What follows belongs to an exercise in optimizing a design on an open flow for small area, a short achievable clock period and few clock cycles; a production flow would make more cautious choices. Only simulation tests tie the RTL to the original design; equivalence was not proved. Power is estimated from default activity; no workload was simulated.

**flow/run.sh**
```bash
#!/bin/bash
# synth_recipe.tcl (not shown) runs the flow's synth.tcl, then flattens the netlist and writes it again
# the make line also repeats each setting of config.mk as NAME=value (left out here)
make -C /OpenROAD-flow-scripts/flow DESIGN_CONFIG=/design/flow/config.mk WORK_HOME=/design/flow/orfs CLKGATE_MAP_FILE= SYNTH_SCRIPT=/design/flow/synth_recipe.tcl finish
```
**flow/config.mk**
```make
export PLATFORM = sky130hd
export DESIGN_NAME = Cache
export DESIGN_NICKNAME = Cache
export VERILOG_FILES = /design/flow/design.v
export SDC_FILE = /design/flow/constraint.sdc
export NUM_CORES = 4
export LEC_CHECK = 0
export ABC_CLOCK_PERIOD_IN_PS = 3500
export CAP_MARGIN = 20
export CORE_MARGIN = 2
export CORE_UTILIZATION = 50
export SETUP_SLACK_MARGIN = 5
export SLEW_MARGIN = 20
export TNS_END_PERCENT = 20
```
**flow/design.v**
```verilog
module Cache
#(
  parameter SIZE = 8*4*64,
  parameter NWAYS = 4,
  parameter NSETS = 8,
  parameter BLOCK_SIZE = 64,
  parameter WIDTH = 32,
  parameter MWIDTH = 64,
  parameter INDEX_WIDTH = 3,
  parameter TAG_WIDTH = 26,
  parameter OFFSET_WIDTH = 3,
  parameter WORD1 = 3,
  parameter WORD2 = 7
)
(
  input  wire                      clk,
  input  wire                      reset_n,
  input  wire [WIDTH-1:0]          address,
  input  wire [WIDTH-1:0]          din,
  input  wire                      rden,
  input  wire                      wren,
  output wire                      hit_miss,
  output wire [WIDTH-1:0]          q,
  output wire [MWIDTH-1:0]         mdout,
  output wire [WIDTH-1:0]          mrdaddress,
  output wire                      mrden,
  output wire [WIDTH-1:0]          mwraddress,
  output wire                      mwren,
  input  wire [MWIDTH-1:0]         mq
);
  wire [2:0]  s  = address[5:3];
  wire [25:0] t  = address[31:6];
  wire        hi = address[2];
  wire [7:0]  sd = 8'd1 << s;           
  reg  [7:0]  vld0, vld1, vld2, vld3;
  reg  [7:0]  drt0, drt1, drt2, drt3;
  reg  [7:0]  o01, o02, o03, o12, o13, o23;
  reg         m1, m2;
  reg  [3:0]  way_r;                    
  reg         wb_r;                     
  reg         pw;                       
  reg         upd;                      
  reg         wr_r;                     
  reg         pw_hi;
  reg  [31:0] pw_din;
  reg         hm_r;
  reg  [31:0] q_r;
  reg         mrden_r, mwren_r;
  reg  [28:0] mra_r;                    
  reg  [25:0] mwa_r;
  reg  [63:0] mdout_r;
  wire req = (rden | wren) & ~m1 & ~m2;
  wire [7:0] sd_r = 8'd1 << mra_r[2:0];  
  wire [3:0]  hit_w;
  wire [7:0]  vldw [0:3];
  assign vldw[0] = vld0;
  assign vldw[1] = vld1;
  assign vldw[2] = vld2;
  assign vldw[3] = vld3;
  wire [31:0] wd_lo = m2 ? ((wren & ~hi) ? din : mq[31:0])  : pw_din;
  wire [31:0] wd_hi = m2 ? ((wren &  hi) ? din : mq[63:32]) : pw_din;
  wire        we_lo = m2 | (pw & ~pw_hi);
  wire        we_hi = m2 | (pw &  pw_hi);
  wire [25:0] tsel [0:3];
  wire [63:0] bsel [0:3];
  genvar gw, gs;
  generate
    for (gw = 0; gw < 4; gw = gw + 1) begin : W
      wire [8*26-1:0] tv;
      wire [8*64-1:0] dv;
      wire [7:0]      match;
      for (gs = 0; gs < 8; gs = gs + 1) begin : S
        reg  [31:0] dlo, dhi;
        reg  [25:0] tg;
        wire        wsel = way_r[gw] & sd_r[gs];
        always @(posedge clk) begin
          if (wsel & we_lo) dlo <= wd_lo;
          if (wsel & we_hi) dhi <= wd_hi;
          if (wsel & m2)    tg  <= t;
        end
        assign tv[gs*26 +: 26] = tg;
        assign dv[gs*64 +: 64] = {dhi, dlo};
        assign match[gs] = vldw[gw][gs] & (tg == t);
      end
      assign hit_w[gw] = |(match & sd);
      reg [25:0] ts;
      reg [63:0] bs;
      integer k;
      always @(*) begin
        ts = 26'd0;
        bs = 64'd0;
        for (k = 0; k < 8; k = k + 1) begin
          ts = ts | ({26{sd[k]}} & tv[k*26 +: 26]);
          bs = bs | ({64{sd[k]}} & dv[k*64 +: 64]);
        end
      end
      assign tsel[gw] = ts;
      assign bsel[gw] = bs;
    end
  endgenerate
  wire hit  = |hit_w;
  wire miss = req & ~hit;
  wire whit = req & wren & hit;
  reg  [3:0] vk [0:7];
  reg  [7:0] vdk;                       
  reg  [3:0] vh;
  reg        vd;
  reg        pu, f01, f02, f03, f12, f13, f23;
  integer i;
  always @(*) begin
    vh = 4'b0000;
    vd = 1'b0;
    for (i = 0; i < 8; i = i + 1) begin
      pu = upd & sd_r[i];
      f01 = (pu & (way_r[0] | way_r[1])) ? way_r[0] : o01[i];
      f02 = (pu & (way_r[0] | way_r[2])) ? way_r[0] : o02[i];
      f03 = (pu & (way_r[0] | way_r[3])) ? way_r[0] : o03[i];
      f12 = (pu & (way_r[1] | way_r[2])) ? way_r[1] : o12[i];
      f13 = (pu & (way_r[1] | way_r[3])) ? way_r[1] : o13[i];
      f23 = (pu & (way_r[2] | way_r[3])) ? way_r[2] : o23[i];
      if      (!vld0[i]) vk[i] = 4'b0001;
      else if (!vld1[i]) vk[i] = 4'b0010;
      else if (!vld2[i]) vk[i] = 4'b0100;
      else if (!vld3[i]) vk[i] = 4'b1000;
      else if (!f01 & !f02 & !f03) vk[i] = 4'b0001;
      else if ( f01 & !f12 & !f13) vk[i] = 4'b0010;
      else if ( f02 &  f12 & !f23) vk[i] = 4'b0100;
      else vk[i] = 4'b1000;
      vdk[i] = |(vk[i] & {drt3[i], drt2[i], drt1[i], drt0[i]});
      vh = vh | ({4{sd[i]}} & vk[i]);
      vd = vd | (sd[i] & vdk[i]);
    end
  end
  wire [3:0] ah = hit_w | (vh & {4{~hit}});
  reg  [31:0] qw;
  reg  [63:0] bw;
  reg  [25:0] tw;
  integer j;
  always @(*) begin
    qw = 32'd0;
    bw = 64'd0;
    tw = 26'd0;
    for (j = 0; j < 4; j = j + 1) begin
      qw = qw | ({32{hit_w[j]}} & (hi ? bsel[j][63:32] : bsel[j][31:0]));
      bw = bw | ({64{way_r[j]}} & bsel[j]);
      tw = tw | ({26{way_r[j]}} & tsel[j]);
    end
  end
  wire fwd = pw & (s == mra_r[2:0]) & (hi == pw_hi) & |(hit_w & way_r);
  assign hit_miss   = hm_r;
  assign q          = q_r;
  assign mrden      = mrden_r;
  assign mrdaddress = {mra_r, 3'b000};
  assign mwren      = mwren_r;
  assign mwraddress = {mwa_r, mra_r[2:0], 3'b000};
  assign mdout      = mdout_r;
  integer k;
  always @(posedge clk or negedge reset_n) begin
    if (!reset_n) begin
      vld0 <= 8'h00; vld1 <= 8'h00; vld2 <= 8'h00; vld3 <= 8'h00;
      drt0 <= 8'h00; drt1 <= 8'h00; drt2 <= 8'h00; drt3 <= 8'h00;
      o01 <= 8'hff; o02 <= 8'hff; o03 <= 8'hff;
      o12 <= 8'hff; o13 <= 8'hff; o23 <= 8'h00;
      m1 <= 1'b0;
      m2 <= 1'b0;
      pw <= 1'b0;
      upd <= 1'b0;
      hm_r <= 1'b0;
      mrden_r <= 1'b0;
      mwren_r <= 1'b0;
    end else begin
      m1 <= miss;
      m2 <= m1;
      pw <= whit;
      upd <= req;
      mrden_r <= miss;
      mwren_r <= m1 & wb_r;
      hm_r <= (req & hit) | m2;
      for (k = 0; k < 8; k = k + 1) begin
        if (upd & sd_r[k]) begin
          if (way_r[0] | way_r[1]) o01[k] <= way_r[0];
          if (way_r[0] | way_r[2]) o02[k] <= way_r[0];
          if (way_r[0] | way_r[3]) o03[k] <= way_r[0];
          if (way_r[1] | way_r[2]) o12[k] <= way_r[1];
          if (way_r[1] | way_r[3]) o13[k] <= way_r[1];
          if (way_r[2] | way_r[3]) o23[k] <= way_r[2];
          if (m1) begin
            if (way_r[0]) vld0[k] <= 1'b1;
            if (way_r[1]) vld1[k] <= 1'b1;
            if (way_r[2]) vld2[k] <= 1'b1;
            if (way_r[3]) vld3[k] <= 1'b1;
          end
          if (m1 | pw) begin
            if (way_r[0]) drt0[k] <= wr_r;
            if (way_r[1]) drt1[k] <= wr_r;
            if (way_r[2]) drt2[k] <= wr_r;
            if (way_r[3]) drt3[k] <= wr_r;
          end
        end
      end
    end
  end
  always @(posedge clk) begin
    if (req) way_r <= ah;
    wb_r <= vd;
    wr_r <= wren;
    pw_hi   <= hi;
    pw_din  <= din;
    mra_r   <= address[31:3];
    mwa_r   <= tw;
    mdout_r <= bw;
    q_r <= m2  ? (hi ? mq[63:32] : mq[31:0]) :
           fwd ? pw_din : qw;
  end
endmodule
```
**flow/constraint.sdc**
```tcl
create_clock -name core_clock -period 8.5 [get_ports {clk}]
set_input_delay 1.7000 -clock core_clock [delete_from_list [all_inputs] [get_ports {clk}]]
set_output_delay 1.7000 -clock core_clock [all_outputs]
set_load 0.01 [all_outputs]
```
==> flow_summary.yaml, run 1 <==
power_and_ir_drop:
  leakage_uw: 0.0484
  vdd_drop_max_mv: 0.242
  power_density_nw_per_um2: 283
grt:
  antenna_found_initial: 44
  grt_pass1_wl_um: 682000
  grt_max_degree: 107
  grt_util_all_layers_pct: 37.7
  grt_remaining_overflow: 0
  grt_pass1_vias: 82007
clock_tree:
  worstSkewPairLatency_ns: 1.00
  ctsLongestPathBuffers: 4
  htree_levels: 5
  root_buffer: "clkbuf_16"
  cts_num_sinks: 3188
  cts_buffers: 341
  cts_tree: "yes"
  clk_pin_slew_ns: 0.06
timing:
  worst_pin_slew_ns: 1.25
  relSlewSlack_pct: 16.7
  finalSetupViolations: 0
  setup_tns_ns: 0
  fin_skew_ns: 0.0818
  rsz0062_at_grt: "true"
  max_freq_mhz: 261
  period_share_pct: 45.1
  setup_slack_ns: 4.67
  drv_slew: 0
  finalHoldViolations: 0
  period_needed_ns: 3.83
synth:
  syn_area_per_cell_um2: 15.4
  synth_area_um2: 128000
  synth_cells: 8357
  synth-seq-cells: 3188
  synth_most_common_cell: "edfxtp_1"
  ys_warn_count: 2
  synth_edf_count: 2884
  async_reset_ff_share_pct: 3.70
  synth_common_cells: "edfxtp_1 (2884), a22oi_1 (1421), xnor2_1 (793)"
  ys.flop_type: "edfxtp_1"
  synth_cell_types: 75
  synth_top_cell_area_share_pct: 67.5
  synth_area_leaders: "edfxtp_1 (67%), a22oi_1 (8.3%), xnor2_1 (5.4%), dfxtp_1 (2.9%), nand4_1 (2.5%)"
  yosysSeqAreaShare_pct: 72.7
  synth.largest_area_cell: "edfxtp_1"
drt:
  avgViaCountPerCell: 7.00
  wl_um: 515000
  drt_first_iter_violations: 15707
  num_vias: 87774
  route.detailed.drc: 0
  dr.pass1.iters: 7
  ant_nets: 0
  wl_per_cell_um: 41.1
critical_path:
  cp.required_ns: 9.11
  crit_chain: "clkdlybuf4s50_1, and2_2, buf_4, nand2_1, a31oi_4"
  cp_max_fo: 32
  critical_path_class: "input port to register"
  slowest_stage: "a31oi_4"
  worstPathArrival_ns: 4.44
  reg2reg_from: "m2$_DFF_PN0_"
  critPathLaunchType: "input port"
  rr_endpoint: "W[0].S[2].dhi[20]$_DFFE_PP_"
  cp-end-kind: "register"
  reg2reg_depth: 6
  r2r_slack_ns: 4.76
  slowest_delay_ns: 0.87
  startpoint: "wren"
  crit_end: "W[1].S[4].dhi[27]$_DFFE_PP_"
die:
  start_util_pct: 50.1
  placement_rows: 186
  core_um2: 256000
  die_x_um: 511
  design.die.area_um2: 261000
  ios: 295
  die_y_um: 511
layout:
  layout-drive-gt1-share_pct: 15.7
  finalNetCount: 9011
  area_growth_pct: 18.7
min_path:
  hp-class: "register to register"
place:
  gp_congestion: 0.946
  dp_hpwl_um: 280000
  io_buffers: 286
  post-place-ws_ns: 1.95
job:
  cap_violations: 0
status:
  status: "no timing/DRC/antenna violations"
how the worst min path moves through the flow:
stage	startpoint	to	slack (ns)	cells after the start
floorplan	wb_r$_DFF_P_	mwren_r$_DFF_PN0_	0.42	1
global placement	wb_r$_DFF_P_	mwren_r$_DFF_PN0_	0.44	1
detailed placement	wb_r$_DFF_P_	mwren_r$_DFF_PN0_	0.47	1
CTS	o01[3]$_DFFE_PN1P_	o01[3]$_DFFE_PN1P_	0.49	2
global route	o02[5]$_DFFE_PN1P_	o02[5]$_DFFE_PN1P_	0.51	2
finish	o01[3]$_DFFE_PN1P_	o01[3]$_DFFE_PN1P_	0.49	2
repair_timing:
action / 4_1_cts / 5_1_grt
gates resized for setup: 408 / 106
endpoints found under the hold margin: 0 / 0
gates cloned: 62 / 22
pin swaps: 97 / 40
hold buffers: 0 / 0
endpoints found under the setup margin: 2416 / 2828
buffers inserted: 116 / 23
state kept, by name (all words and copies together) (netlist names), 26 cells and up:
| register | flops |
|---|---|
| W.S.dhi | 1024 |
| q_r | 32 |
| pw_din | 32 |
| W.S.tg | 832 |
| mra_r | 29 |
| mwa_r | 26 |
| mdout_r | 64 |
| W.S.dlo | 1024 |
area by class of cell:
type	instances	area, um2
clock inverter	161	1520
antenna	17	42.5
fill	19365	104000
clock buffer	446	9370
timing repair buffer	761	9780
sequential	3188	93400
inverter	19	83.8
tap	3384	4230
multi-input combinational	4568	33900
stage by stage:
step           util [%]  power (uW)  instance area (um2)  hold slack [ns]  instances
2_1_floorplan         -       23700               129000            0.419       8362
3_3_place_gp       52.9       27500               135000            0.443      11695
3_5_place_dp       52.9       27700               135000            0.467      11696
4_1_cts            59.0       42600               151000            0.495      12481
5_1_grt            59.5       43900               152000            0.511      12536
6_report           59.5       43100               152000            0.494      12544
per-layer routing:
layer	GRT usage, %	vias to the layer above	routed length, um
li1	-	34441	-
met1	48.9	44245	179000
met2	56.9	7433	227000
met3	8.80	1621	65900
met4	25.0	34	43100
met5	0	-	215
worst max-delay path, delay by kind of cell:
| family | cells | cell delay (ns) |
|---|---|---|
| buffers and inverters | 2 | 1.33 |
| AO/OA/AOI/OAI | 1 | 0.87 |
| AND/OR/NAND/NOR | 2 | 0.43 |
cells in the final DEF (no fill, tap or decap), drive strengths merged, types with 10 or more instances in the layout:
cell,netlist,routed
clkdlybuf4s50,0,241
inv,19,27
a21oi,59,59
a41oi,18,18
o2111ai,11,11
mux2i,72,72
clkbuf,195,463
nor3,67,67
dfxtp,186,186
o21bai,21,21
a31oi,73,85
dfrtp,78,78
nand2,358,360
a221o,25,25
nand4,507,507
a32o,34,34
dlymetal6s2s,0,10
o21ai,137,137
xor2,41,41
buf,410,448
a211oi,29,29
xnor2,793,793
nor4,34,34
nor2,434,434
a22o,67,67
diode,0,17
nand3,98,99
a221oi,54,54
mux2,50,50
bufbuf,0,41
clkinv,0,112
dfstp,40,40
bufinv,0,27
a22oi,1426,1426
and3,10,11
clkinvlp,0,14
a222oi,27,27
edfxtp,2884,2884
where the power goes:
part / switching, uW / internal (uW) / leakage (uW)
clock: 6190 / 8570 / 0.00533
combinational: 5750 / 2230 / 0.0141
sequential: 797 / 19600 / 0.0289
total: 12700 / 30400 / 0.0484
kinds of logic after synthesis:
kind of cell | Yosys count | synth area share, %
compound gates | 2035 | 11.8
xor+xnor | 834 | 5.69
buf+inv | 624 | 2.80
flops | 3188 | 72.7
mux | 123 | 1.02
other cells | 1 | 0.00292
simple gates | 1552 | 5.95
Testbench counts, summed over its fixed seeds: cycles 43,660.
==> inputs of run 2 (changes only) <==
==> flow/flow/run.sh (new file) <==
#!/bin/bash
# Layout flow: the standard layout (standard.sh: the standard synthesis and the
# ORFS flow to the final layout), with two ORFS variables set on the make command line:
#  - BUFFER_PORTS_ARGS: the buffer every input and output port gets is
#    sky130_fd_sc_hd__buf_4, not the resizer's default pick (the delay cell
#    clkdlybuf4s50_1, which adds about 0.6 ns to every output path);
#  - MATCH_CELL_FOOTPRINT=0: timing repair may resize a cell to one of another footprint.
# Synthesis, floorplan, power grid, placement, clock tree and routing are otherwise
# the standard flow's. ORFS writes each step's log under orfs/logs/; make's own output
# goes to standard_flow.log here.
set -euo pipefail
bash standard.sh MATCH_CELL_FOOTPRINT=0 "BUFFER_PORTS_ARGS=-buffer_cell sky130_fd_sc_hd__buf_4" finish > standard_flow.log 2>&1
==> flow/standard.sh (new file) <==
#!/bin/bash
# synth_recipe.tcl (not shown) runs the flow's synth.tcl, then flattens the netlist and writes it again
# the make line also repeats each setting of config.mk as NAME=value (left out here)
make -C /OpenROAD-flow-scripts/flow DESIGN_CONFIG=/design/flow/config.mk WORK_HOME=/design/flow/orfs CLKGATE_MAP_FILE= SYNTH_SCRIPT=/design/flow/synth_recipe.tcl "${@:-finish}"
removed: flow/run.sh
==> run 2 against run 1 <==
Compared with the run above:
- combinational power fell by 3%
- first-iteration DRC count decreased by 10%
- global-route usage shrank 0.37 points
==> flow_summary.yaml, run 2 <==
clock_tree:
  htree_levels: 5
  cts_buffers: 343
  cts_tree: "yes"
  clk_pin_slew_ns: 0.06
  root_buffer: "clkbuf_16"
  cts_num_sinks: 3188
  ctsLongestPathBuffers: 4
  worstSkewPairLatency_ns: 0.99
grt:
  grt_util_all_layers_pct: 37.3
  grt_pass1_vias: 81038
  grt_pass1_wl_um: 676000
  grt_max_degree: 102
  grt_remaining_overflow: 0
  antenna_found_initial: 23
drt:
  num_vias: 86294
  dr.pass1.iters: 9
  avgViaCountPerCell: 6.91
  wl_per_cell_um: 40.0
  route.detailed.drc: 0
  drt_first_iter_violations: 14072
  ant_nets: 0
  wl_um: 499000
layout:
  finalNetCount: 8967
  mostFrequentLayoutCells: "edfxtp_1 (2884), a22oi_1 (1417), xnor2_1 (783)"
  stdcell_count: 12486
  largestRegisters: "W.S.dhi (1024), W.S.dlo (1024), W.S.tg (832)"
  layout_commonest_cell: "edfxtp_1"
  final_area_um2: 150000
  layout-drive-gt1-share_pct: 17.8
  area_growth_pct: 17.1
synth:
  syn_area_per_cell_um2: 15.4
  synth_area_um2: 128000
  synth_edf_count: 2884
  synth_cells: 8357
  synth_most_common_cell: "edfxtp_1"
  ys.flop_type: "edfxtp_1"
  synth_top_cell_area_share_pct: 67.5
  synth_cell_types: 75
  synth_common_cells: "edfxtp_1 (2884), a22oi_1 (1421), xnor2_1 (793)"
  synth-seq-cells: 3188
  synth_area_leaders: "edfxtp_1 (67%), a22oi_1 (8.3%), xnor2_1 (5.4%), dfxtp_1 (2.9%), nand4_1 (2.5%)"
  synth.largest_area_cell: "edfxtp_1"
  ys_warn_count: 2
  async_reset_ff_share_pct: 3.70
  yosysSeqAreaShare_pct: 72.7
critical_path:
  worstPathArrival_ns: 4.63
  critPathLaunchType: "input port"
  cp_max_fo: 48
  crit_chain: "clkbuf_16, and3b_4, buf_4, buf_4, a22oi_1, nand4_1, nor2_1, nor2_1, a22oi_1, o21ai_0, a211oi_2, a21oi_1"
  cp.required_ns: 9.31
  critical-path-top-delay-family: "compound AO/OA/AOI/OAI gates"
  critical_path_class: "input port to register"
  slowest_stage: "a211oi_2"
  slowest_delay_ns: 0.39
  cp-end-kind: "register"
  path_buf_inv: 3
job:
  cap_violations: 0
place:
  dp_cells: 11694
  io_buffers: 286
  postPlaceCellArea_um2: 135000
  dp_hpwl_um: 280000
  gp_congestion: 0.944
timing:
  fin_skew_ns: 0.0757
  rsz0062_at_grt: "true"
  worst_pin_slew_ns: 1.21
  setup_tns_ns: 0
  finalSetupViolations: 0
  period_needed_ns: 3.82
  drv_slew: 0
  period_share_pct: 44.9
  max_freq_mhz: 262
  finalHoldViolations: 0
  relSlewSlack_pct: 19.5
status:
  status: "no timing/DRC/antenna violations"
power_and_ir_drop:
  clkPwrFrac_pct: 34.3
  seq_power_share_pct: 47.5
  leakage_uw: 0.0478
  switchingPower_uw: 12600
  power.total_uw: 42800
  pwr-share-comb_pct: 18.2
  p_int_uw: 30200
  vdd_drop_max_mv: 0.245
  swShare_pct: 29.5
  power_density_nw_per_um2: 285
die:
  die_x_um: 511
  core_um2: 256000
  start_util_pct: 50.1
  die_y_um: 511
  design.die.area_um2: 261000
  ios: 295
  placement_rows: 186
min_path:
  hp-class: "register to register"
[run 2: cell count changes in the layout (fill, tap and decap cells not counted), moves of 9 or more]
cell,change
buf_12,+12
buf_16,-21
buf_4,+245
buf_6,-11
bufbuf_16,-41
clkbuf_1,+15
clkbuf_16,+18
clkdlybuf4s50_1,-241
clkinv_1,-11
dfxtp_1,+9
dfxtp_4,-9
dlymetal6s2s_1,-10
[run 2: power by group through the flow]
stage / Clock, uW / Sequential, uW / Combinational (uW)
6_report: 14700 / 20300 / 7780
5_1_grt: 15300 / 20400 / 7930
4_1_cts: 14700 / 20300 / 7410
3_5_place_dp: 0 / 20700 / 6880
3_3_place_gp: 0 / 20600 / 6760
2_1_floorplan: 0 / 20400 / 3270
[run 2: worst paths after layout]
check	from	end	slack (ns)	cells past startpoint
max	address[3]	q_r[23]$_DFF_P_	4.68	12
min	wb_r$_DFF_P_	mwren_r$_DFF_PN0_	0.44	1
min reg2reg	wb_r$_DFF_P_	mwren_r$_DFF_PN0_	0.44	1
max reg2reg	m2$_DFF_PN0_	q_r[27]$_DFF_P_	4.97	6
min in group asynchronous	reset_n	drt0[3]$_DFFE_PN0P_	0.84	1
max in group asynchronous	reset_n	upd$_DFF_PN0_	6.35	2
[run 2: cells by family (layout without fill, tap and decap cells)]
group | Yosys count | in the layout | synth area share [%]
multiplexers | 123 | 123 | 1.02
buffers and inverters | 624 | 1335 | 2.80
AO/OA/AOI/OAI | 2035 | 2048 | 11.8
AND/OR/NAND/NOR | 1552 | 1559 | 5.95
other | 1 | 15 | 0.00292
XOR/XNOR | 834 | 834 | 5.69
flip-flops | 3188 | 3188 | 72.7
[run 2: cell type report]
class | instances | area (um2)
fillers | 19637 | 106000
well taps | 3384 | 4230
inverters | 19 | 83.8
clock buffers | 457 | 9350
flip-flops and latches | 3188 | 93300
multi-input cells | 4570 | 34000
repair buffers | 713 | 7790
clock inverters | 146 | 1490
diodes | 9 | 22.5
[run 2: metrics by stage]
| step | hold WS, ns | worst slack, ns | utilization, % |
|---|---|---|---|
| global route | 0.463 | 4.70 | 58.7 |
| detailed placement | 0.429 | 2.07 | 52.7 |
| CTS | 0.443 | 4.52 | 58.6 |
| finish | 0.443 | 4.68 | 58.7 |
| floorplan | 0.419 | 4.69 | - |
| global placement | 0.429 | 2.03 | 52.7 |
[run 2: timing repair]
action                     4_1_cts  5_1_grt
setup buffers                  100       22
setup endpoints to repair     1894     2191
pin swaps                       88       13
gates resized for setup        434       26
cloned                          53        5
hold buffers                     0        0
[run 2: layer usage]
metal  wire length, um  global-route usage, %
met5               126                      0
met4             38700                   23.3
met3             59400                   8.62
met1            176000                   48.4
met2            224000                   57.1
==> inputs of run 3 (changes only) <==
--- a/flow/config.mk
+++ b/flow/config.mk
@@ -9,6 +9,8 @@
 export CAP_MARGIN = 20
 export CORE_MARGIN = 2
 export CORE_UTILIZATION = 50
+export CTS_CLUSTER_DIAMETER = 60
+export CTS_CLUSTER_SIZE = 30
 export SETUP_SLACK_MARGIN = 5
 export SLEW_MARGIN = 20
 export TNS_END_PERCENT = 20
==> run 3 against run 2 <==
Compared with the run above:
- critical path type unchanged
- fmax down 1.5%
- highest routed layer unchanged
- routed wire length up 0.94%
- largest cell class unchanged
- hold slack better by 0.0047 ns
- largest power group unchanged
==> flow_summary.yaml, run 3 <==
power_and_ir_drop:
  leakage_uw: 0.0465
  vdd_drop_max_mv: 0.255
  power_density_nw_per_um2: 266
synth:
  synth.largest_area_cell: "edfxtp_1"
  synth_area_um2: 128000
  syn_area_per_cell_um2: 15.4
  synth_mux_area_share_pct: 1.02
  ys_warn_count: 2
  synth_common_cells: "edfxtp_1 (2884), a22oi_1 (1421), xnor2_1 (793)"
  synth_cell_types: 75
  synth_top_family_by_area: "compound AO/OA/AOI/OAI gates"
  synth_xor_xnor_area_share_pct: 5.69
  synth_top_cell_area_share_pct: 67.5
  synth-simple-area-share_pct: 5.95
  synth_area_leaders: "edfxtp_1 (67%), a22oi_1 (8.3%), xnor2_1 (5.4%), dfxtp_1 (2.9%), nand4_1 (2.5%)"
  synth_most_common_cell: "edfxtp_1"
  synth_fa_ha_area_share_pct: 0
  synth-seq-cells: 3188
  async_reset_ff_share_pct: 3.70
  yosysSeqAreaShare_pct: 72.7
  synth-compound-area-share_pct: 11.8
  ys.flop_type: "edfxtp_1"
  synth_edf_count: 2884
  synth_cells: 8357
drt:
  num_vias: 86020
  ant_nets: 0
  route.detailed.drc: 0
  wl_per_cell_um: 40.9
  drt_first_iter_violations: 15556
  dr.pass1.iters: 8
  avgViaCountPerCell: 6.98
  wl_um: 504000
place:
  gp_congestion: 0.944
  io_buffers: 286
  dp_hpwl_um: 280000
  postPlaceCellArea_um2: 135000
timing:
  setup_tns_ns: 0
  finalHoldViolations: 0
  period_share_pct: 45.6
  timing.hold.ws_ns: 0.448
  drv_slew: 0
  worst_pin_slew_ns: 1.19
  relSlewSlack_pct: 20.7
  rsz0062_at_grt: "true"
  period_needed_ns: 3.87
  fin_skew_ns: 0.0483
  max_freq_mhz: 258
  finalSetupViolations: 0
grt:
  grt_pass1_vias: 80168
  grt_remaining_overflow: 0
  antenna_found_initial: 29
  grt_util_all_layers_pct: 37.4
  grt_pass1_wl_um: 675000
  grt_max_degree: 102
layout:
  fin_util_pct: 57.7
  finalNetCount: 8883
  area_growth_pct: 15.1
  layout-drive-gt1-share_pct: 17.9
  layout_commonest_cell: "edfxtp_1"
  final_area_um2: 148000
  fillers: 19830
  mostFrequentLayoutCells: "edfxtp_1 (2884), a22oi_1 (1415), xnor2_1 (776)"
  largestRegisters: "W.S.dhi (1024), W.S.dlo (1024), W.S.tg (832)"
clock_tree:
  worstSkewPairLatency_ns: 0.93
  cts_num_sinks: 3188
  cts_tree: "yes"
  ctsLongestPathBuffers: 3
  cts_buffers: 198
  cts_hold_buf: 0
  htree_levels: 4
  clk_pin_slew_ns: 0.10
  root_buffer: "clkbuf_16"
job:
  cap_violations: 0
critical_path:
  cp_max_fo: 64
  startpoint: "address[2]"
  rr_endpoint: "W[2].S[1].dlo[25]$_DFFE_PP_"
  reg2reg_depth: 4
  critical_path_class: "input port to register"
  r2r_slack_ns: 4.84
  reg2reg_from: "mra_r[0]$_DFF_P_"
  cp.required_ns: 9.11
  cp-end-kind: "register"
  worstPathArrival_ns: 4.49
  critPathLaunchType: "input port"
min_path:
  hp-class: "register to register"
  holdPathEnd: "mwren_r$_DFF_PN0_"
  min_from: "wb_r$_DFF_P_"
  min_path_cells: 1
die:
  die_x_um: 511
  design.die.area_um2: 261000
  die_y_um: 511
  ios: 295
  start_util_pct: 50.1
  core_um2: 256000
  placement_rows: 186
status:
  status: "no timing/DRC/antenna violations"
[run 3: worst max-delay path, stage by stage]
cell      delay [ns]
clkbuf_8        0.45
inv_6           0.35
nand2_4         0.32
buf_4           0.43
nand2_1         0.43
a31oi_4         0.65
[run 3: cells by family (layout without fill, tap and decap cells)]
logic type / Yosys count / after routing
xor gates and xnor gates: 834 / 834
DFF: 3188 / 3188
other: 1 / 15
muxes: 123 / 123
and+or+nand+nor: 1552 / 1559
buffers and inverters: 624 / 1173
AOI/OAI and AO/OA: 2035 / 2046
[run 3: layout make-up]
cell class | instances | area (um2) | area share, %
timing repair buffer | 776 | 8680 | 5.87
inverter | 19 | 83.8 | 0.0567
clock inverter | 166 | 2190 | 1.49
antenna | 9 | 22.5 | 0.0152
sequential | 3188 | 93300 | 63.2
multi-input combinational | 4568 | 34100 | 23.1
tap | 3384 | 4230 | 2.87
clock buffer | 212 | 5090 | 3.45
[run 3: routing by layer]
metal | vias up | part of all wire, % | GRT usage (%)
li1 | 34141 | - | -
met1 | 43779 | 35 | 48.6
met2 | 6748 | 45 | 57.1
met3 | 1332 | 12 | 8.49
met4 | 20 | 7.9 | 23.8
met5 | - | 0.032 | 0
[run 3: per-stage QoR]
stage | instances | worst slack [ns] | power, uW
after floorplan | 8362 | 4.69 | 23700
after global placement | 11693 | 2.03 | 27400
after detailed placement | 11694 | 2.07 | 27500
after CTS | 12252 | 4.53 | 38900
after global routing | 12315 | 4.68 | 40100
final | 12322 | 4.63 | 39300
[run 3: repair_timing]
action	4_1_cts	5_1_grt
gates resized for setup	451	57
endpoints found under the setup margin	1895	2042
cloned	59	12
pin swaps	93	37
buffers inserted	121	49
[run 3: worst max path at each step]
stage                                  endpoint  slack (ns)  cells past startpoint
floorplan           W[0].S[0].dlo[31]$_DFFE_PP_        4.69                      6
global placement                q_r[10]$_DFF_P_        2.03                     11
detailed placement               q_r[8]$_DFF_P_        2.07                     10
CTS                 W[1].S[7].dlo[20]$_DFFE_PP_        4.53                      5
global route        W[2].S[6].dlo[18]$_DFFE_PP_        4.68                      6
finish              W[2].S[7].dlo[14]$_DFFE_PP_        4.63                      6
[run 3: power by group]
part           internal (uW)  leakage (uW)  switching [uW]
Combinational           2110        0.0140            5720
Clock                   4990       0.00355            6170
Sequential             19500        0.0289             786
Total                  26600        0.0465           12700
==> inputs of run 4 (changes only) <==
--- a/flow/design.v
+++ b/flow/design.v
@@ -132,6 +132,7 @@
     end
   end
   wire [3:0] ah = hit_w | (vh & {4{~hit}});
+  wire [3:0] pfw = way_r & {4{pw & (s == mra_r[2:0]) & (hi == pw_hi)}};
   reg  [31:0] qw;
   reg  [63:0] bw;
   reg  [25:0] tw;
@@ -141,12 +142,12 @@
     bw = 64'd0;
     tw = 26'd0;
     for (j = 0; j < 4; j = j + 1) begin
-      qw = qw | ({32{hit_w[j]}} & (hi ? bsel[j][63:32] : bsel[j][31:0]));
+      qw = qw | ({32{hit_w[j]}} & (pfw[j] ? pw_din :
+                                   (hi ? bsel[j][63:32] : bsel[j][31:0])));
       bw = bw | ({64{way_r[j]}} & bsel[j]);
       tw = tw | ({26{way_r[j]}} & tsel[j]);
     end
   end
-  wire fwd = pw & (s == mra_r[2:0]) & (hi == pw_hi) & |(hit_w & way_r);
   assign hit_miss   = hm_r;
   assign q          = q_r;
   assign mrden      = mrden_r;
@@ -209,7 +210,6 @@
     mra_r   <= address[31:3];
     mwa_r   <= tw;
     mdout_r <= bw;
-    q_r <= m2  ? (hi ? mq[63:32] : mq[31:0]) :
-           fwd ? pw_din : qw;
+    q_r <= m2 ? (hi ? mq[63:32] : mq[31:0]) : qw;
   end
 endmodule
==> run 4 against run 3 <==
Compared with the run above:
- worst setup slack better by 0.040 ns
- fmax is 1.1% higher
- cell count is 0.88% lower
- via count up 1.7%
- sequential power about the same
- non-clock buffer count fell by 149
- die area up 0.17%
- clock-buffer cell count shrank 2
- largest power group unchanged
- first-iteration DRC count is 12% higher
- sequential cell count unchanged
- combinational power fell by 5.1%
- synthesized area up 0.17%
==> flow_summary.yaml, run 4 <==
critical_path:
  cp_max_fo: 41
  cp.required_ns: 9.23
  critPathLaunchType: "input port"
  reg2reg_from: "way_r[1]$_DFFE_PP_"
  cp-end-kind: "register"
  r2r_slack_ns: 4.74
  critical_path_class: "input port to register"
  startpoint: "address[5]"
  worstPathArrival_ns: 4.57
die:
  die_x_um: 511
  placement_rows: 186
  die_y_um: 511
  core_um2: 256000
  ios: 295
  start_util_pct: 50.2
  design.die.area_um2: 261000
grt:
  grt_max_degree: 106
  grt_pass1_wl_um: 676000
  grt_pass1_vias: 79763
  grt_util_all_layers_pct: 37.4
  grt_remaining_overflow: 0
  antenna_found_initial: 38
drt:
  wl_per_cell_um: 41.8
  drt_first_iter_violations: 17380
  ant_nets: 0
  avgViaCountPerCell: 7.16
  wl_um: 511000
  dr.pass1.iters: 8
  num_vias: 87510
  route.detailed.drc: 0
clock_tree:
  root_buffer: "clkbuf_16"
  cts_buffers: 195
  cts_tree: "yes"
  cts_num_sinks: 3188
  ctsLongestPathBuffers: 3
  worstSkewPairLatency_ns: 0.94
  clk_pin_slew_ns: 0.08
  htree_levels: 4
synth:
  yosysSeqAreaShare_pct: 72.6
  synth_cells: 8406
  synth_cell_types: 83
  synth_top_cell_area_share_pct: 67.3
  synth_most_common_cell: "edfxtp_1"
  ys.flop_type: "edfxtp_1"
  synth_area_um2: 129000
  ys_warn_count: 2
  synth_common_cells: "edfxtp_1 (2884), a22oi_1 (1492), xnor2_1 (612)"
  synth.largest_area_cell: "edfxtp_1"
  async_reset_ff_share_pct: 3.70
  syn_area_per_cell_um2: 15.3
  synth_edf_count: 2884
  synth_area_leaders: "edfxtp_1 (67%), a22oi_1 (8.7%), xnor2_1 (4.2%), dfxtp_1 (2.9%), nand4_1 (2.1%)"
  synth-seq-cells: 3188
place:
  dp_cells: 11678
  dp_hpwl_um: 270000
  io_buffers: 286
  gp_congestion: 0.949
job:
  cap_violations: 0
timing:
  fin_skew_ns: 0.0936
  drv_slew: 0
  rsz0062_at_grt: "true"
  worst_pin_slew_ns: 1.21
  finalSetupViolations: 0
  period_needed_ns: 3.83
  relSlewSlack_pct: 19.3
  finalHoldViolations: 0
  period_share_pct: 45.1
  max_freq_mhz: 261
  setup_tns_ns: 0
power_and_ir_drop:
  power_density_nw_per_um2: 267
  vdd_drop_max_mv: 0.305
  leakage_uw: 0.0458
  power.total_uw: 39100
layout:
  mostFrequentLayoutCells: "edfxtp_1 (2884), a22oi_1 (1488), xnor2_1 (610)"
  area_growth_pct: 13.9
  layout_commonest_cell: "edfxtp_1"
  stdcell_count: 12214
  largestRegisters: "W.S.dhi (1024), W.S.dlo (1024), W.S.tg (832)"
  layout-drive-gt1-share_pct: 15.3
  finalNetCount: 8774
status:
  status: "no timing/DRC/antenna violations"
min_path:
  hp-class: "register to register"
  min_from: "wb_r$_DFF_P_"
## run 4: cell types whose count changed in the layout (fill, tap and decap cells not counted), moves of 41 or more
cell / change
a31oi_4: +49
buf_4: -119
nand4_1: -65
xnor2_1: -166
a22oi_1: +73
mux2i_1: +72
a21oi_1: +99
a41oi_1: +41
o22ai_1: +67
xor2_1: +185
o21ai_0: -46
nor2_1: -120
## run 4: path summary, 6_finish.rpt
| check | depth (start not counted) | to |
|---|---|---|
| setup / recovery | 7 | mwa_r[8]$_DFF_P_ |
| hold / removal | 1 | mwren_r$_DFF_PN0_ |
| setup reg to reg | 9 | wb_r$_DFF_P_ |
| hold reg to reg | 1 | mwren_r$_DFF_PN0_ |
| max in group asynchronous | 2 | vld3[3]$_DFFE_PN0P_ |
| min in group asynchronous | 1 | o23[6]$_DFFE_PN0P_ |
## run 4: final cells by class
class / count / area [um2]
fill: 19889 / 110000
tap: 3384 / 4230
antenna: 16 / 40.0
clock buffer: 210 / 5040
multi-input combinational: 4614 / 34600
inverter: 16 / 63.8
sequential: 3188 / 93300
clock inverter: 159 / 2260
timing repair buffer: 627 / 6830
## run 4: kinds of logic after synthesis
kind of cell,share of synthesized area [%]
xor+xnor,5.69
compound gates,12.3
simple gates,5.57
other cells,0.00292
mux,1.37
buf+inv,2.50
flops,72.6
## run 4: layer usage
layer  wire length, um  share of wire (%)  up-vias  track usage, %
met3             75500                 15     1315            10.4
met4             28400                5.6       24            17.0
met2            218000                 43     7570            54.4
met1            188000                 37    44467            52.5
met5               208              0.041        -               0
li1                  -                  -    34134               -
## run 4: repair_timing
item                       4_1_cts  5_1_grt
resized for setup              244      124
setup endpoints to repair     2785     1190
pin swaps                       36       25
gates cloned                    51       25
hold endpoints to repair         0        0
buffers inserted                45       30
hold buffers                     0        0
## run 4: through the flow
stage,hold slack (ns),worst slack (ns),area (um2),util (%)
6_report,0.467,4.67,146000,57.2
5_1_grt,0.482,4.78,146000,57.1
4_1_cts,0.468,4.83,145000,56.6
3_5_place_dp,0.448,2.95,135000,52.9
3_3_place_gp,0.441,2.95,135000,52.9
2_1_floorplan,0.419,4.94,130000,-
## run 4: worst max-delay path: stages
cell and delay [ns]:
buf_12 0.18, and3b_4 0.32, clkbuf_8 0.33, a22oi_1 0.53
a41oi_2 0.38, a21oi_1 0.73, nand3_1 0.32
## run 4: power by group
part	internal, uW	total, uW	switching (uW)
clock network	5070	11200	6130
logic	1970	7430	5470
registers	19600	20400	883
Testbench counts of run 4, summed over its fixed seeds: cycles 43,660.
==> inputs of run 5 (changes only) <==
--- a/flow/design.v
+++ b/flow/design.v
@@ -57,8 +57,8 @@
   assign vldw[1] = vld1;
   assign vldw[2] = vld2;
   assign vldw[3] = vld3;
-  wire [31:0] wd_lo = m2 ? ((wren & ~hi) ? din : mq[31:0])  : pw_din;
-  wire [31:0] wd_hi = m2 ? ((wren &  hi) ? din : mq[63:32]) : pw_din;
+  wire [31:0] wd_lo = (m2 & ~(wr_r & ~pw_hi)) ? mq[31:0]  : pw_din;
+  wire [31:0] wd_hi = (m2 & ~(wr_r &  pw_hi)) ? mq[63:32] : pw_din;
   wire        we_lo = m2 | (pw & ~pw_hi);
   wire        we_hi = m2 | (pw &  pw_hi);
   wire [25:0] tsel [0:3];
--- a/flow/config.mk
+++ b/flow/config.mk
@@ -9,8 +9,6 @@
 export CAP_MARGIN = 20
 export CORE_MARGIN = 2
 export CORE_UTILIZATION = 50
-export CTS_CLUSTER_DIAMETER = 60
-export CTS_CLUSTER_SIZE = 30
 export SETUP_SLACK_MARGIN = 5
 export SLEW_MARGIN = 20
 export TNS_END_PERCENT = 20
==> run 5 against run 4 <==
Compared with the run above:
- sequential cell count stayed put
- critical endpoint is now mwa_r[16]$_DFF_P_
- largest cell class unchanged
- register-to-register slack better by 0.03 ns
- hold slack worse by 0.024 ns
- synthesized cell count is 3.0% higher
- clock skew is 0.0035 ns lower
- synthesized area is 2.2% higher
- still clean
- via count is 6.4% higher
- clock power is 33% higher
==> flow_summary.yaml, run 5 <==
clock_tree:
  ctsLongestPathBuffers: 4
  cts_buffers: 340
  cts_num_sinks: 3188
  clk_pin_slew_ns: 0.06
  root_buffer: "clkbuf_16"
  worstSkewPairLatency_ns: 0.94
  cts_tree: "yes"
  htree_levels: 5
  cts_hold_buf: 0
critical_path:
  cp_max_fo: 6
  reg2reg_depth: 6
  cp-end-kind: "register"
  startpoint: "address[4]"
  critical-path-top-delay-family: "compound AO/OA/AOI/OAI gates"
  slowest_stage: "a222oi_1"
  r2r_slack_ns: 4.77
  worstPathArrival_ns: 4.65
  critical_path_class: "input port to register"
  slowest_delay_ns: 1.02
  reg2reg_from: "m2$_DFF_PN0_"
  critPathLaunchType: "input port"
  cp.required_ns: 9.16
  path_buf_inv: 6
  crit_chain: "buf_16, buf_16, buf_8, nor3b_4, buf_6, buf_12, buf_12, a222oi_1, nand4_1, a222oi_1, nand2_1"
  rr_endpoint: "W[0].S[4].dlo[25]$_DFFE_PP_"
power_and_ir_drop:
  leakage_uw: 0.0510
  switchingPower_uw: 12400
  power_density_nw_per_um2: 269
  clkPwrFrac_pct: 35.7
  power.total_uw: 41800
  seq_power_share_pct: 47.4
  pwr-share-comb_pct: 16.9
  vdd_drop_max_mv: 0.258
  swShare_pct: 29.6
  p_int_uw: 29500
synth:
  synth_cells: 8656
  synth-seq-cells: 3188
  synth_fa_ha_area_share_pct: 0
  synth.largest_area_cell: "edfxtp_1"
  synth-compound-area-share_pct: 11.2
  ys_warn_count: 2
  synth_edf_count: 2884
  synth_most_common_cell: "edfxtp_1"
  async_reset_ff_share_pct: 3.70
  synth_xor_xnor_area_share_pct: 5.57
  ys.flop_type: "edfxtp_1"
  synth_area_leaders: "edfxtp_1 (66%), xnor2_1 (5.6%), a22oi_1 (4.1%), dfxtp_1 (2.8%), mux2i_1 (2.0%)"
  synth_top_family_by_area: "compound AO/OA/AOI/OAI gates"
  synth_cell_types: 93
  synth_common_cells: "edfxtp_1 (2884), xnor2_1 (836), a22oi_1 (714)"
  synth_area_um2: 131000
  syn_area_per_cell_um2: 15.2
  synth_top_cell_area_share_pct: 65.9
  synth_mux_area_share_pct: 4.00
  yosysSeqAreaShare_pct: 71.0
  synth-simple-area-share_pct: 5.48
timing:
  relSlewSlack_pct: 19.5
  setup_tns_ns: 0
  finalHoldViolations: 0
  period_share_pct: 46.9
  worst_pin_slew_ns: 1.21
  fin_skew_ns: 0.0901
  finalSetupViolations: 0
  drv_slew: 0
  rsz0062_at_grt: "true"
  max_freq_mhz: 251
  period_needed_ns: 3.99
die:
  design.die.area_um2: 267000
  die_y_um: 517
  die_x_um: 517
  start_util_pct: 50.2
  placement_rows: 188
  core_um2: 262000
  ios: 295
place:
  gp_congestion: 0.966
  dp_hpwl_um: 304000
  io_buffers: 286
drt:
  wl_um: 567000
  ant_nets: 0
  wl_per_cell_um: 43.3
  drt_first_iter_violations: 18954
  dr.pass1.iters: 8
  route.detailed.drc: 0
  num_vias: 93113
  avgViaCountPerCell: 7.11
min_path:
  hp-class: "register to register"
  min_from: "wb_r$_DFF_P_"
  min_path_cells: 1
  holdPathEnd: "mwren_r$_DFF_PN0_"
grt:
  grt_max_degree: 130
  grt_pass1_vias: 85308
  grt_util_all_layers_pct: 40.4
  antenna_found_initial: 49
  grt_remaining_overflow: 0
  grt_pass1_wl_um: 733000
layout:
  layout-drive-gt1-share_pct: 20.8
  area_growth_pct: 18.5
  mostFrequentLayoutCells: "edfxtp_1 (2884), xnor2_1 (831), a22oi_1 (688)"
  largestRegisters: "W.S.dhi (1024), W.S.dlo (1024), W.S.tg (832)"
  finalNetCount: 9408
  layout_commonest_cell: "edfxtp_1"
job:
  cap_violations: 0
status:
  status: "no timing/DRC/antenna violations"
[run 5: cell count changes after synthesis, moves of 40 or more]
| cell | change |
|---|---|
| o21ai_0 | +280 |
| a31oi_1 | -40 |
| o22ai_1 | -52 |
| mux2i_1 | +120 |
| a22oi_1 | -778 |
| xor2_1 | -224 |
| nand3_1 | +66 |
| nand2_1 | +145 |
| a221oi_1 | +97 |
| nand4_1 | -129 |
| a22o_1 | +59 |
| mux2_2 | +162 |
| a222oi_1 | +179 |
| xnor2_1 | +224 |
[run 5: worst max path at each step]
stage / to / slack [ns] / cells past startpoint
after detailed placement: hm_r$_DFF_PN0_ / 2.32 / 10
after CTS: mwa_r[16]$_DFF_P_ / 4.72 / 9
after global routing: mwa_r[16]$_DFF_P_ / 4.78 / 11
after floorplan: way_r[3]$_DFFE_PP_ / 4.81 / 11
after global placement: hm_r$_DFF_PN0_ / 2.28 / 10
final: mwa_r[16]$_DFF_P_ / 4.51 / 11
[run 5: metal layers]
layer	global-route usage [%]	wire length [um]	vias up
met5	0.721	519	-
met4	30.9	53900	38
met3	10.3	80900	2034
met2	59.9	244000	8737
met1	51.0	187000	46666
li1	-	-	35638
[run 5: cell families after synthesis]
| family | after synthesis |
|---|---|
| xor+xnor | 836 |
| buf+inv | 658 |
| flops | 3188 |
| other cells | 1 |
| simple gates | 1478 |
| mux | 478 |
| compound gates | 2017 |
[run 5: what timing repair did]
action                     4_1_cts  5_1_grt
resized for setup              422      259
setup endpoints to repair      279      249
pin swaps                       79      112
gates cloned                    55       32
setup buffers                  136      114
[run 5: per-stage QoR]
stage | hold WS (ns) | area, um2 | util, % | std cells | worst slack [ns]
after floorplan | 0.419 | 132000 | - | 8661 | 4.81
after global placement | 0.435 | 138000 | 52.6 | 12112 | 2.28
after detailed placement | 0.440 | 138000 | 52.6 | 12112 | 2.32
after CTS | 0.454 | 153000 | 58.3 | 12917 | 4.72
after global routing | 0.482 | 156000 | 59.4 | 13078 | 4.78
final | 0.444 | 156000 | 59.5 | 13102 | 4.51
[run 5: layout make-up]
class                      count  area [um2]
tap                         3515        4400
antenna                       39        97.6
clock inverter               174        1800
timing repair buffer         896       10300
fill                       20152      106000
inverter                      32         141
sequential                  3188       93300
multi-input combinational   4818       36600
clock buffer                 440        9200
[run 5: power by group through the flow]
stage	Combinational (uW)	Sequential, uW	Clock, uW
after floorplan	2960	19700	0
after CTS	6580	19800	14900
after global placement	6170	20100	0
after detailed placement	6240	20100	0
final	7070	19800	14900
after global routing	7080	19800	15500
[run 5: worst register-to-register path: stages, from the launching register on]
cell and delay [ns]:
dfrtp_2 0.36, inv_2 0.15, buf_4 0.34, o21ai_0 0.29
nand2_1 0.57, nor2_4 0.98, buf_4 0.56
Testbench counts of run 5, summed over its fixed seeds: cycles 43,660.
==> inputs of run 6 (changes only) <==
--- a/flow/design.v
+++ b/flow/design.v
@@ -61,12 +61,13 @@
   wire [31:0] wd_hi = (m2 & ~(wr_r &  pw_hi)) ? mq[63:32] : pw_din;
   wire        we_lo = m2 | (pw & ~pw_hi);
   wire        we_hi = m2 | (pw &  pw_hi);
-  wire [25:0] tsel [0:3];
   wire [63:0] bsel [0:3];
+  wire [32*26-1:0] tgf;
+  wire [31:0] esr = {way_r[3] ? sd_r : 8'd0, way_r[2] ? sd_r : 8'd0,
+                     way_r[1] ? sd_r : 8'd0, way_r[0] ? sd_r : 8'd0};
   genvar gw, gs;
   generate
     for (gw = 0; gw < 4; gw = gw + 1) begin : W
-      wire [8*26-1:0] tv;
       wire [8*64-1:0] dv;
       wire [7:0]      match;
       for (gs = 0; gs < 8; gs = gs + 1) begin : S
@@ -78,23 +79,18 @@
           if (wsel & we_hi) dhi <= wd_hi;
           if (wsel & m2)    tg  <= t;
         end
-        assign tv[gs*26 +: 26] = tg;
+        assign tgf[(gw*8 + gs)*26 +: 26] = tg;
         assign dv[gs*64 +: 64] = {dhi, dlo};
         assign match[gs] = vldw[gw][gs] & (tg == t);
       end
       assign hit_w[gw] = |(match & sd);
-      reg [25:0] ts;
       reg [63:0] bs;
       integer k;
       always @(*) begin
-        ts = 26'd0;
         bs = 64'd0;
-        for (k = 0; k < 8; k = k + 1) begin
-          ts = ts | ({26{sd[k]}} & tv[k*26 +: 26]);
+        for (k = 0; k < 8; k = k + 1)
           bs = bs | ({64{sd[k]}} & dv[k*64 +: 64]);
-        end
       end
-      assign tsel[gw] = ts;
       assign bsel[gw] = bs;
     end
   endgenerate
@@ -145,8 +141,9 @@
       qw = qw | ({32{hit_w[j]}} & (pfw[j] ? pw_din :
                                    (hi ? bsel[j][63:32] : bsel[j][31:0])));
       bw = bw | ({64{way_r[j]}} & bsel[j]);
-      tw = tw | ({26{way_r[j]}} & tsel[j]);
-    end
+    end
+    for (j = 0; j < 32; j = j + 1)
+      tw = tw | ({26{esr[j]}} & tgf[j*26 +: 26]);
   end
   assign hit_miss   = hm_r;
   assign q          = q_r;
==> run 6 against run 5 <==
Compared with the run above:
- via count decreased by 3.1%
- largest cell class unchanged
- synthesized area is 2.4% lower
- clock power about the same
- first-iteration DRC count decreased by 9.0%
- power shrank 0.15%
- sequential cell count is the same
==> flow_summary.yaml, run 6 <==
status:
  status: "no timing/DRC/antenna violations"
drt:
  wl_um: 579000
  avgViaCountPerCell: 7.24
  ant_nets: 0
  num_vias: 90256
  drt_first_iter_violations: 17251
  route.detailed.drc: 0
  wl_per_cell_um: 46.5
  dr.pass1.iters: 9
place:
  dp_hpwl_um: 353000
  dp_cells: 11599
  io_buffers: 286
  gp_congestion: 1.05
  postPlaceCellArea_um2: 135000
timing:
  worst_pin_slew_ns: 1.19
  fin_skew_ns: 0.101
  setup_tns_ns: 0
  finalHoldViolations: 0
  period_share_pct: 44.0
  drv_slew: 0
  rsz0062_at_grt: "true"
  relSlewSlack_pct: 20.2
  max_freq_mhz: 267
  finalSetupViolations: 0
  period_needed_ns: 3.74
clock_tree:
  cts_hold_buf: 0
  clk_pin_slew_ns: 0.06
  root_buffer: "clkbuf_16"
  cts_tree: "yes"
  ctsLongestPathBuffers: 4
  worstSkewPairLatency_ns: 1.00
  htree_levels: 5
  cts_num_sinks: 3188
  cts_buffers: 348
synth:
  async_reset_ff_share_pct: 3.70
  synth.largest_area_cell: "edfxtp_1"
  synth_area_leaders: "edfxtp_1 (68%), a22oi_1 (8.6%), xnor2_1 (5.1%), dfxtp_1 (2.9%), nand4_1 (2.6%)"
  synth_cells: 8281
  synth_common_cells: "edfxtp_1 (2884), a22oi_1 (1472), xnor2_1 (751)"
  syn_area_per_cell_um2: 15.5
  ys.flop_type: "edfxtp_1"
  synth_cell_types: 84
  synth_most_common_cell: "edfxtp_1"
  synth_edf_count: 2884
  synth_area_um2: 128000
  yosysSeqAreaShare_pct: 72.8
  synth_top_cell_area_share_pct: 67.5
  ys_warn_count: 2
  synth-seq-cells: 3188
die:
  die_x_um: 511
  ios: 295
  placement_rows: 185
  core_um2: 255000
  start_util_pct: 50.4
  die_y_um: 511
  design.die.area_um2: 261000
critical_path:
  cp.required_ns: 9.26
  cp-end-kind: "register"
  crit_chain: "clkbuf_8, nor4bb_4, buf_4, buf_4, a22o_1, a221oi_1, nand3_1, or4_1"
  slowest_stage: "or4_1"
  cp_max_fo: 40
  critPathLaunchType: "register"
  slowest_delay_ns: 0.84
  critical_path_class: "register to register"
  worstPathArrival_ns: 4.50
  crit_path_frequent_cell: "buf_4"
min_path:
  hp-class: "register to register"
grt:
  antenna_found_initial: 42
  grt_pass1_wl_um: 750000
  grt_pass1_vias: 81654
  grt_remaining_overflow: 0
  grt_max_degree: 125
  grt_util_all_layers_pct: 43.3
layout:
  stdcell_count: 12464
  layout_commonest_cell: "edfxtp_1"
  finalNetCount: 8938
  fillers: 19496
  largestRegisters: "W.S.dhi (1024), W.S.dlo (1024), W.S.tg (832)"
  area_growth_pct: 17.8
  mostFrequentLayoutCells: "edfxtp_1 (2884), a22oi_1 (1457), xnor2_1 (698)"
  final_area_um2: 151000
  layout-drive-gt1-share_pct: 18.0
  fin_util_pct: 59.3
job:
  cap_violations: 0
power_and_ir_drop:
  power_density_nw_per_um2: 277
  vdd_drop_max_mv: 0.219
  leakage_uw: 0.0480
-- run 6: power by group --
group / switching, uW / internal, uW / total [uW]
registers: 976 / 18900 / 19900
clock network: 6330 / 8780 / 15100
logic: 4890 / 1860 / 6760
-- run 6: area by class of cell --
cell class                      count  area, um2  area share (%)
Sequential cell                  3188      93300            61.8
Timing Repair Buffer              763       7970            5.28
Multi-Input combinational cell   4488      34300            22.7
Tap cell                         3366       4210            2.79
Inverter                           17       76.3          0.0505
Clock buffer                      447       9260            6.13
Antenna cell                       19       47.5          0.0315
Clock inverter                    176       1850            1.23
-- run 6: timing repair --
action	CTS	global route
buffers inserted	138	47
setup endpoints to repair	796	924
gates cloned	22	13
pin swaps	78	34
resized for setup	357	104
-- run 6: metrics by stage --
step           setup WS [ns]  hold slack (ns)  total power [uW]
2_1_floorplan           4.94            0.413             22600
3_3_place_gp            2.66            0.461             26200
3_5_place_dp            2.66            0.462             26300
4_1_cts                 4.84            0.471             41300
5_1_grt                 4.91            0.486             42400
6_report                4.76            0.475             41800
-- run 6: worst max-delay path: cells and delay by family, from the launching register on --
| family | cells | cell delay [ns] |
|---|---|---|
| AND/OR/NAND/NOR | 3 | 1.55 |
| flip-flops | 1 | 0.40 |
| buffers and inverters | 3 | 0.94 |
| AO/OA/AOI/OAI | 2 | 0.55 |
-- run 6: logic make-up (layout without fill, tap and decap cells) --
kind of cell	Yosys count	after routing	synth area share, %
AO/OA/AOI/OAI	2113	2113	12.1
buffers and inverters	611	1403	2.07
flip-flops	3188	3188	72.8
AND/OR/NAND/NOR	1351	1352	5.84
other	1	25	0.00292
XOR/XNOR	836	836	5.71
multiplexers	181	181	1.47
-- run 6: metal layers --
layer  part of all wire, %  track usage (%)
met3                    14             14.3
met1                    35             56.2
met2                    42             60.9
met4                   9.0             31.5
met5                 0.029                0
-- run 6: final timing paths --
kind	slack, ns	endpoint	start	cells after the start
worst max-delay path	4.76	mwa_r[10]$_DFF_P_	way_r[1]$_DFFE_PP_	8
worst min-delay path	0.47	o13[5]$_DFFE_PN1P_	o13[5]$_DFFE_PN1P_	2
worst max register to register	4.76	mwa_r[10]$_DFF_P_	way_r[1]$_DFFE_PP_	8
worst min register to register	0.47	o13[5]$_DFFE_PN1P_	o13[5]$_DFFE_PN1P_	2
max in group asynchronous	6.53	upd$_DFF_PN0_	reset_n	2
min in group asynchronous	0.74	drt3[7]$_DFFE_PN0P_	reset_n	1
Testbench counts of run 6, summed over its fixed seeds: cycles 43,660.
==> inputs of run 7 (changes only) <==
--- a/flow/config.mk
+++ b/flow/config.mk
@@ -9,6 +9,8 @@
 export CAP_MARGIN = 20
 export CORE_MARGIN = 2
 export CORE_UTILIZATION = 50
+export CTS_CLUSTER_DIAMETER = 60
+export CTS_CLUSTER_SIZE = 30
 export SETUP_SLACK_MARGIN = 5
 export SLEW_MARGIN = 20
 export TNS_END_PERCENT = 20
==> run 7 against run 6 <==
Compared with the run above:
- still clean on timing, DRC and antenna
- fmax shrank 0.13%
- clock power shrank 23%
- sequential power is essentially flat
- hold slack is essentially flat
- power shrank 8.3%
- non-clock buffer count grew 38
- routed wire length is essentially flat
- sequential share of layout area grew 1.2 points
- clock-buffer cell count shrank 228
- core utilization shrank 1.2 points
- critical endpoint is now way_r[2]$_DFFE_PP_
- largest power group unchanged
- highest routed layer unchanged
==> flow_summary.yaml, run 7 <==
synth:
  ys.flop_type: "edfxtp_1"
  ys_warn_count: 2
  synth_most_common_cell: "edfxtp_1"
  synth_common_cells: "edfxtp_1 (2884), a22oi_1 (1472), xnor2_1 (751)"
  synth_area_leaders: "edfxtp_1 (68%), a22oi_1 (8.6%), xnor2_1 (5.1%), dfxtp_1 (2.9%), nand4_1 (2.6%)"
  synth_area_um2: 128000
  synth.largest_area_cell: "edfxtp_1"
  synth_cells: 8281
  synth_top_cell_area_share_pct: 67.5
  synth_edf_count: 2884
  yosysSeqAreaShare_pct: 72.8
  synth_cell_types: 84
  async_reset_ff_share_pct: 3.70
  synth-seq-cells: 3188
  syn_area_per_cell_um2: 15.5
critical_path:
  slowest_stage: "nor4_1"
  worstPathArrival_ns: 4.37
  crit_chain: "buf_8, and3b_4, nand4_1, nor4_1, nand4_1, and4_4, o2111ai_4, buf_12, buf_12, nor4_1, or2_1"
  cp_max_fo: 12
  cp.required_ns: 9.13
  critPathLaunchType: "input port"
  critical_path_class: "input port to register"
  slowest_delay_ns: 0.39
  cp-end-kind: "register"
drt:
  wl_per_cell_um: 47.2
  wl_um: 579000
  drt_first_iter_violations: 17707
  num_vias: 89206
  route.detailed.drc: 0
  avgViaCountPerCell: 7.27
  dr.pass1.iters: 8
  ant_nets: 0
die:
  start_util_pct: 50.4
  placement_rows: 185
  ios: 295
  design.die.area_um2: 261000
  die_x_um: 511
  die_y_um: 511
  core_um2: 255000
layout:
  layout-drive-gt1-share_pct: 17.9
  finalNetCount: 8832
  area_growth_pct: 15.5
  layout_commonest_cell: "edfxtp_1"
  mostFrequentLayoutCells: "edfxtp_1 (2884), a22oi_1 (1439), xnor2_1 (701)"
  stdcell_count: 12262
  largestRegisters: "W.S.dhi (1024), W.S.dlo (1024), W.S.tg (832)"
  fillers: 19770
timing:
  fin_skew_ns: 0.0519
  relSlewSlack_pct: 16.4
  worst_pin_slew_ns: 1.25
  period_share_pct: 44.1
  finalHoldViolations: 0
  max_freq_mhz: 267
  rsz0062_at_grt: "true"
  drv_slew: 0
  finalSetupViolations: 0
  setup_tns_ns: 0
  period_needed_ns: 3.74
clock_tree:
  cts_buffers: 204
  worstSkewPairLatency_ns: 0.93
  htree_levels: 4
  cts_num_sinks: 3188
  clk_pin_slew_ns: 0.08
  ctsLongestPathBuffers: 3
  cts_hold_buf: 0
  cts_tree: "yes"
  root_buffer: "clkbuf_16"
grt:
  grt_pass1_vias: 80582
  grt_util_all_layers_pct: 43.3
  grt_remaining_overflow: 0
  antenna_found_initial: 38
  grt_max_degree: 125
  grt_pass1_wl_um: 749000
power_and_ir_drop:
  vdd_drop_max_mv: 0.233
  power_density_nw_per_um2: 259
  leakage_uw: 0.0465
place:
  dp_cells: 11599
  dp_hpwl_um: 353000
  io_buffers: 286
  gp_congestion: 1.05
job:
  cap_violations: 0
status:
  status: "no timing/DRC/antenna violations"
min_path:
  hp-class: "register to register"
[run 7: cell counts after synthesis]
Identical to the previous run, type by type.
[run 7: repair_timing]
action / in CTS / in global routing
pin swaps: 100 / 48
endpoints found under the setup margin: 847 / 1044
resized for setup: 379 / 119
setup buffers: 185 / 34
cloned: 27 / 13
[run 7: final cells by class]
type | count | area (um2) | share of cell area (%)
Inverter | 17 | 76.3 | 0.0515
Timing Repair Buffer | 801 | 8400 | 5.67
Sequential cell | 3188 | 93300 | 63.0
Clock inverter | 168 | 2370 | 1.60
Clock buffer | 219 | 5290 | 3.57
Antenna cell | 15 | 37.5 | 0.0253
Multi-Input combinational cell | 4488 | 34400 | 23.2
Tap cell | 3366 | 4210 | 2.84
[run 7: path summary, 6_finish.rpt]
path | start | to | slack [ns] | depth (start not counted)
worst max-delay path | address[5] | way_r[2]$_DFFE_PP_ | 4.76 | 11
worst min-delay path | o13[5]$_DFFE_PN1P_ | o13[5]$_DFFE_PN1P_ | 0.48 | 2
worst max register to register | mra_r[1]$_DFF_P_ | way_r[2]$_DFFE_PP_ | 4.86 | 9
worst min register to register | o13[5]$_DFFE_PN1P_ | o13[5]$_DFFE_PN1P_ | 0.48 | 2
max in group asynchronous | reset_n | upd$_DFF_PN0_ | 6.51 | 2
min in group asynchronous | reset_n | drt3[7]$_DFFE_PN0P_ | 0.79 | 1
[run 7: kinds of logic (layout without fill, tap and decap cells)]
logic type	after synthesis	count (layout)	share of synthesized area [%]
AO/OA/AOI/OAI	2113	2113	12.1
XOR/XNOR	836	836	5.71
buffers and inverters	611	1205	2.07
flip-flops	3188	3188	72.8
multiplexers	181	181	1.47
other	1	21	0.00292
AND/OR/NAND/NOR	1351	1352	5.84
[run 7: per-stage QoR]
stage / setup WS, ns / total power (uW) / area (um2) / util (%) / hold slack, ns
2_1_floorplan: 4.94 / 22600 / 129000 / - / 0.413
3_3_place_gp: 2.66 / 26200 / 135000 / 53.1 / 0.461
3_5_place_dp: 2.66 / 26300 / 135000 / 53.1 / 0.462
4_1_cts: 4.84 / 37800 / 147000 / 57.7 / 0.474
5_1_grt: 4.86 / 38900 / 148000 / 58.2 / 0.494
6_report: 4.76 / 38300 / 148000 / 58.2 / 0.475
[run 7: routing by layer]
metal	vias to the layer above	share of wire, %	GRT usage, %	wire length (um)
li1	34234	-	-	-
met1	45420	35	56.0	201000
met2	7914	42	61.5	242000
met3	1620	15	14.7	84700
met4	18	8.8	30.0	50900
met5	-	0.020	0.0914	113
[run 7: report_power, final]
part           leakage, uW  switching, uW  total [uW]  internal (uW)
sequential          0.0290            984       19900          18900
combinational       0.0138           4910        6790           1880
clock              0.00369           6350       11600           5270
[run 7: critical path, delay by kind of cell]
kind	cells	cell delay, ns
and+or+nand+nor	7	2.02
buffers and inverters	3	0.55
AOI/OAI and AO/OA	1	0.08

-- re-timing with driven ports --
No port has a modelled driver above. Below, the same layouts with a new extraction and two added sets of constraints.
Step 1 (the two cells are an assumption about what drives the block):
set clk [get_ports {clk}]
set_driving_cell -lib_cell sky130_fd_sc_hd__clkbuf_16 $clk
set_driving_cell -lib_cell sky130_fd_sc_hd__buf_2 [delete_from_list [all_inputs] $clk]
Step 2 times the ports against the registers' clock, not the clock port: input delays grow and output delays shrink by t, the midpoint of the rising clock arrivals with the driver on.
Three values: ideal ports, drivers, drivers and shift; two values: the first two.
| run | shift t [ns] | slack for setup (ns) | cell pins on the clock port's net |
|---|---|---|---|
| run 1 | 1.060 | 4.671 / 4.650 / 3.589 | 1 |
| run 2 | 1.059 | 4.685 / 4.399 / 3.340 | 1 |
| run 3 | 1.011 | 4.626 / 4.545 / 3.534 | 1 |
| run 4 | 1.018 | 4.667 / 4.715 / 3.697 | 1 |
| run 5 | 1.008 | 4.514 / 4.226 / 3.218 | 1 |
| run 6 | 1.054 | 4.760 / 4.760 / 3.802 | 1 |
| run 7 | 1.003 | 4.756 / 4.697 / 3.694 | 1 |
After both steps setup and hold are still met in every run listed. For run 2, which loses most, drivers alone change the setup slack by -0.286 ns; drivers and shift together by -1.345 ns.
